From an optimization exercise on the open Yosys and OpenROAD flow, aimed at small area; shortcuts taken in it are not production practice.
Function was checked by simulation only, so behaviour that the tests miss may differ from the original.

`flow/run.sh`:
```
#!/bin/bash
# synth_recipe.tcl (not shown) runs the flow's synth.tcl, then flattens the netlist and writes it again
# the make line also repeats each setting of config.mk as NAME=value (left out here)
make -C /OpenROAD-flow-scripts/flow DESIGN_CONFIG=/design/flow/config.mk WORK_HOME=/design/flow/orfs CLKGATE_MAP_FILE= SYNTH_SCRIPT=/design/flow/synth_recipe.tcl finish
```
`flow/config.mk`:
```
export PLATFORM = sky130hd
export DESIGN_NAME = ahb_pwm
export DESIGN_NICKNAME = ahb_pwm
export VERILOG_FILES = /design/flow/design.v
export SDC_FILE = /design/flow/constraint.sdc
export NUM_CORES = 4
export LEC_CHECK = 0
export CAP_MARGIN = 20
export CORE_MARGIN = 2
export CORE_UTILIZATION = 40
export PLACE_DENSITY = 0.6
export SLEW_MARGIN = 20
export SYNTH_HIERARCHICAL = 1
```
`flow/constraint.sdc`:
```
create_clock -name core_clock -period 5.0 [get_ports {I_ahb_clk}]
set_input_delay 1.0000 -clock core_clock [delete_from_list [all_inputs] [get_ports {I_ahb_clk}]]
set_output_delay 1.0000 -clock core_clock [all_outputs]
set_load 0.01 [all_outputs]
```
`flow/design.v`:
```
module ahb_pwm(
    input              I_ahb_clk,
    input              I_rst,
    input   [1:0]      I_ahb_htrans,
    input              I_ahb_hwrite,
    input   [31:0]     I_ahb_haddr,
    input   [2:0]      I_ahb_hsize,
    input   [2:0]      I_ahb_hburst,
    input   [3:0]      I_ahb_hprot,
    input              I_ahb_hmastlock,
    input   [31:0]     I_ahb_hwdata,
    output  reg [31:0] O_ahb_hrdata,
    output  wire[1:0]  O_ahb_hresp,
    output  wire       O_ahb_hready,
    output  [7:0]      pwmo
);
reg s1, s2;
always @(posedge I_ahb_clk or posedge I_rst) begin
    if (I_rst) begin
        s1 <= 1'b0;
        s2 <= 1'b0;
    end else begin
        s1 <= (I_ahb_htrans == 2'b10);
        s2 <= s1;
    end
end
assign O_ahb_hready = ~(s1 | s2);
assign O_ahb_hresp  = 2'b00;
wire [7:0] a    = I_ahb_haddr[7:0];
wire       a_ok = (a[1:0] == 2'b00) && (a[7:2] < 6'd18);
wire       wen  = s1 & I_ahb_hwrite & a_ok;
wire [31:0] wdn = ~(I_ahb_hwdata & {32{~I_rst}});
reg  [7:0]   enn;
reg  [31:0]  divn;
reg  [127:0] pern;
reg  [127:0] dutn;
wire [7:0]   enn_d;
wire [31:0]  divn_d;
wire [127:0] pern_d;
wire [127:0] dutn_d;
wire [17:0] sel;
genvar g, b;
generate
for (g = 0; g < 18; g = g + 1) begin : wsel
    assign sel[g] = I_rst | (wen & (a[6:2] == g));
end
for (b = 0; b < 8; b = b + 1) begin : wen_b
    c_a22o m (.a1(sel[0]), .a2(wdn[b]), .b1(~sel[0]), .b2(enn[b]), .y(enn_d[b]));
end
for (b = 0; b < 32; b = b + 1) begin : wdiv_b
    c_a22o m (.a1(sel[1]), .a2(wdn[b]), .b1(~sel[1]), .b2(divn[b]), .y(divn_d[b]));
end
for (g = 0; g < 8; g = g + 1) begin : wch
    for (b = 0; b < 16; b = b + 1) begin : bt
        c_a22o mp (.a1(sel[g+2]),  .a2(wdn[b]), .b1(~sel[g+2]),  .b2(pern[16*g+b]), .y(pern_d[16*g+b]));
        c_a22o md (.a1(sel[g+10]), .a2(wdn[b]), .b1(~sel[g+10]), .b2(dutn[16*g+b]), .y(dutn_d[16*g+b]));
    end
end
endgenerate
always @(posedge I_ahb_clk) begin
    enn  <= enn_d;
    divn <= divn_d;
    pern <= pern_d;
    dutn <= dutn_d;
end
reg       rv;
reg [4:0] ra;
always @(posedge I_ahb_clk) begin
    rv <= s1 & ~I_ahb_hwrite & a_ok;
    ra <= a[6:2];
end
reg [31:0] rmux;
integer k;
always @(*) begin
    rmux = 32'd0;
    if (ra == 5'd0) rmux = rmux | {24'd0, ~enn};
    if (ra == 5'd1) rmux = rmux | ~divn;
    for (k = 0; k < 8; k = k + 1) begin
        if (ra == k + 2)  rmux = rmux | {16'd0, ~pern[16*k +: 16]};
        if (ra == k + 10) rmux = rmux | {16'd0, ~dutn[16*k +: 16]};
    end
end
always @(posedge I_ahb_clk or posedge I_rst) begin
    if (I_rst)
        O_ahb_hrdata <= 32'd0;
    else if (rv)
        O_ahb_hrdata <= rmux;
end
generate
for (g = 0; g < 8; g = g + 1) begin : ch
    pwm_ch u (
        .clk(I_ahb_clk), .rst(I_rst), .enn(enn[g]),
        .divn(divn[4*g +: 4]), .pern(pern[16*g +: 16]),
        .dutn(dutn[16*g +: 16]), .pwm(pwmo[g]));
end
endgenerate
endmodule
module pwm_ch(
    input         clk,
    input         rst,
    input         enn,
    input  [3:0]  divn,
    input  [15:0] pern,
    input  [15:0] dutn,
    output reg    pwm
);
reg [4:0]  cc;
reg [16:0] cp;
reg        st;
wire en   = ~enn;
wire tick = ((cc[3:0] ^ divn) == 4'hf) & ~cc[4];
wire t    = en & tick;
wire [4:0] ccs;
wire [4:0] ccc;
c_ha hcc0 (.a(cc[0]), .b(en), .s(ccs[0]), .co(ccc[0]));
genvar i;
generate
for (i = 1; i < 4; i = i + 1) begin : hcc
    c_ha h (.a(cc[i]), .b(ccc[i-1]), .s(ccs[i]), .co(ccc[i]));
end
endgenerate
assign ccs[4] = cc[4] ^ ccc[3];
assign ccc[4] = 1'b0;
wire [16:0] inc;
wire [16:0] cpc;
c_ha hcp0 (.a(cp[0]), .b(t), .s(inc[0]), .co(cpc[0]));
generate
for (i = 1; i < 16; i = i + 1) begin : hcp
    c_ha h (.a(cp[i]), .b(cpc[i-1]), .s(inc[i]), .co(cpc[i]));
end
endgenerate
assign inc[16] = cp[16] ^ cpc[15];
assign cpc[16] = 1'b0;
wire [15:0] bp;
wire [15:0] bd;
assign bp[0] = inc[0] | pern[0];
assign bd[0] = cp[0] | dutn[0];
generate
for (i = 1; i < 16; i = i + 1) begin : cmp
    c_maj mp (.a(inc[i]), .b(pern[i]), .c(bp[i-1]), .y(bp[i]));
    c_maj md (.a(cp[i]),  .b(dutn[i]), .c(bd[i-1]), .y(bd[i]));
end
endgenerate
wire pz   = &pern;
wire dz   = &dutn;
wire keep = pz | ~(inc[16] | bp[15]);
wire nst  = dz | ~(cp[16] | bd[15]);
wire zc = rst | t;
wire zp = rst | (t & ~keep);
always @(posedge clk) begin
    cc <= ccs & {5{~zc}};
    cp <= inc & {17{~zp}};
    st <= ~rst & (t ? nst : st);
end
always @(posedge clk or posedge rst) begin
    if (rst)
        pwm <= 1'b0;
    else
        pwm <= st;
end
endmodule
module c_ha(input a, input b, output s, output co);
    assign s  = a ^ b;
    assign co = a & b;
endmodule
module c_maj(input a, input b, input c, output y);
    assign y = (a & b) | (a & c) | (b & c);
endmodule
module c_a22o(input a1, input a2, input b1, input b2, output y);
    assign y = (a1 & a2) | (b1 & b2);
endmodule
```
==> results_dict.tcl <==
set metrics [dict create \
    fin_crit_sh_pct 135 \
    met3_usage_pct 4.95 \
    synth-seq-cells 528 \
    area_delta_synth_final_pct 25.0 \
    antenna_found_initial 3 \
    grt_use_met1_pct 34.4 \
    syn_area_um2 24300 \
    power.leakage_nw 13.5 \
    yosys.area_share.xor_xnor_pct 0.864 \
    track_usage_pct 26.0 \
    root_buffer "clkbuf_16" \
    netlist_instances 2125 \
    coreArea_um2 60200 \
    nets 2742 \
    synth-compound-area-share_pct 18.1 \
    postCtsHoldBufs 0 \
    core.rowCount 90 \
    criticalPathCategory "flop to flop" \
    synth_adder_area_share_pct 19.3 \
    holdCritPathClass "flop to flop" \
    synth-async-reset-ratio_pct 7.95 \
    synth_top_area_cell "dfxtp_1" \
    final_common_cell "dfxtp_1" \
    die_h_um 251 \
    start_util_pct 40.4 \
    use_met2_pct 41.3 \
    dp_hpwl_um 60900 \
    cp.arrival_ns 7.31 \
    yosys-top-cells-area "dfxtp_1 40%, maj3_2 11%, a22o_1 11%" \
    finalHoldViolations 0 \
    post_route_cells_drive_above_1_share_pct 36.0 \
    grt_pass1_wl_um 124000 \
    cts_tree "built" \
    fin_setup_tns_ns -212.82 \
    drtAntennaViolNets 0 \
    tightest_slew_ns 1.03 \
    fin_ws_ns -1.74 \
    max_freq_mhz 148 \
    drt_pass1_iterations 6 \
    cts.clk_slew.worst_paths_ns 0.06 \
    vias 19600 \
    grt-ovfl-total 0 \
    whs_ns 0.348 \
    finalSetupViolCount 136 \
    ir_drop_uv 244 \
    synthSimpleGateAreaFrac_pct 12.4 \
    power_mw 10.6 \
    so_faults "setup timing" \
    fin_skew_ns 0.0182 \
    numCtsBuffers 57 \
    slew-limit-headroom_pct 31.1 \
    synth-main-ff-cell "dfxtp_1" \
    synth_edf_count 0 \
    power_density_nw_per_um2 347 \
    portBuffers 85 \
    start_kind "flop" \
    grt_setup_unrepaired "true" \
    gp_congestion 1.01 \
    critPathCaptureType "flop" \
    yosysSeqAreaShare_pct 44.3 \
    drt_iter0_markers 2049 \
    design.portCount 123 \
    fill_cells 5369 \
    gr-max-usage-layer "met2" \
    yosys_warnings 8 \
    cp_max_fo 16 \
    clock_path_buffers 3 \
    grt_max_degree 49 \
    clk_latency_ns 0.62 \
    synth_top_area_share_pct 40.0 \
    period_needed_ns 6.74 \
    ys_types 55 \
    drc 0 \
    final_max_slew_viol_count 0 \
    synth.avg_cell_area_um2 11.4 \
    grt_pass1_vias 19700 \
    die-area_um2 62800 \
    htree_num_levels 2 \
    synthMuxAreaShare_pct 3.42 \
    required_ns 5.57 \
    wl_um 82900 \
    status "complete, but fails checks" \
    clock_sinks 528 \
    maxCapViolCount 0 \
    die_w_um 251 \
    synth_top_family_by_area "adder cells" \
    wl_per_cell_um 24.9 \
    layout_common_cells "460 x dfxtp_1, 296 x a22o_1, 259 x buf_4" \
    vias_per_cell 5.88 \
]
==> cells in the mapped netlist, types with 30 or more instances <==
master / number
dfxtp_1: 486
ha_1: 160
clkbuf_1: 30
o22ai_1: 85
inv_1: 31
and2_1: 33
a21oi_1: 59
and2_4: 80
maj3_2: 240
and2_2: 56
a22o_1: 296
nand2_1: 69
mux2_2: 57
dfrtp_1: 42
nor2_1: 80
nand4_1: 64
==> cell type report <==
class,count,area (um^2),area share [%]
flip-flops and latches,528,10800,35.6
diodes,1,2.50,0.00823
clock inverters,31,248,0.815
well taps,782,978,3.22
inverters,31,116,0.383
repair buffers,366,3110,10.2
clock buffers,77,1670,5.48
multi-input cells,1518,13500,44.3
==> report_power, final <==
part,internal [mW],switching (mW)
sequential,4.51,0.410
clock,2.49,1.82
combinational,0.667,0.664
total,7.67,2.89
==> Yosys stat by module (local to each module, per instance) <==
| module | times used | flip-flops and latches | area [um^2] | cells inside |
|---|---|---|---|---|
| c_maj | 240 | 0 | 11.3 | 1 |
| ahb_pwm | 1 | 336 | 9840 | 813 |
| c_a22o | 296 | 0 | 8.76 | 1 |
| c_ha | 160 | 0 | 12.5 | 1 |
| pwm_ch | 8 | 24 | 898 | 77 |
==> logic make-up (layout without fill, tap and decap cells) <==
kind of cell             after synthesis  count (layout)
flip-flops                           528             528
AO/OA/AOI/OAI                        526             526
AND/OR/NAND/NOR                      490             490
adder cells (fa/ha/maj)              400             400
buffers and inverters                 80             505
multiplexers                          76              76
XOR/XNOR                              24              24
other                                  1               3
==> final timing paths <==
check                            from                to  slack (ns)  depth (start not counted)
max                           divn[1]     ch[0].u.cp[5]       -1.74                         24
min                        ch[1].u.st       ch[1].u.pwm        0.35                          0
max reg2reg                   divn[1]     ch[0].u.cp[5]       -1.74                         24
min reg2reg                ch[1].u.st       ch[1].u.pwm        0.35                          0
max in group asynchronous       I_rst  O_ahb_hrdata[15]        3.21                          3
min in group asynchronous       I_rst       ch[1].u.pwm        0.58                          2
==> routing by layer <==
layer | part of all wire [%] | wire length, um
met5 | 0.016 | 13
met4 | 4.3 | 3560
met2 | 45 | 37300
met3 | 8.7 | 7230
met1 | 42 | 34800
==> registers in the layout, indices dropped and copies added, names as in the netlist, 32 cells and up <==
register / count
dutn: 128
ch.u.cc: 40
ch.u.cp: 136
divn: 32
pern: 128
O_ahb_hrdata: 32
==> per-stage QoR <==
stage	std cells	area [um^2]	utilization [%]	setup slack (ns)
2_1_floorplan	2126	24600	-	-1.59
5_1_grt	3333	30400	50.5	-1.94
3_5_place_dp	3216	28300	46.9	-1.71
3_3_place_gp	3215	28200	46.9	-1.66
6_report	3334	30400	50.5	-1.74
4_1_cts	3331	30400	50.4	-1.72
==> worst max-delay path: stages (launching register included) <==
cell	delay, ns
dfxtp_2	0.32
a211o_1	0.33
a2111oi_4	0.23
and2_4	0.23
ha_4	0.20
or2_4	0.22
maj3_2	0.29
maj3_2	0.30
maj3_2	0.30
maj3_2	0.29
maj3_2	0.30
maj3_2	0.30
maj3_2	0.30
maj3_2	0.30
maj3_2	0.30
maj3_2	0.29
maj3_2	0.29
maj3_2	0.29
maj3_2	0.29
maj3_2	0.30
maj3_2	0.30
nand2b_4	0.15
a41oi_4	0.24
buf_12	0.17
and2_2	0.14
==> repair_timing <==
action / CTS / global route
buffers inserted: 4 / 3
cloned: 3 / 1
endpoints found under the setup margin: 136 / 136
gates resized for setup: 46 / 19
pin swaps: 28 / 25

==> afterwards: timing with drivers on the ports <==
Ports are ideal in the flow. The routed layout listed here was re-timed in OpenROAD.
Step 1 sets driving cells, clkbuf_16 on the clock port and buf_2 on the other inputs (assumed; they add their load-dependent delay and slew).
Step 2 times the ports against the registers' clock, not the clock port: input delays grow and output delays shrink by t, the midpoint of the rising clock arrivals with the driver on.
Three values: ideal, step 1, step 2; two values: the first two.
t (ns): 0.674
setup WS [ns]: -1.742 / -1.742 / -1.742
worst setup path at the end: register to register
worst slew at a driven data input, ns: 0.16
The setup slack of this run moves by 0.000 ns with the drivers and by 0.000 ns with both steps.
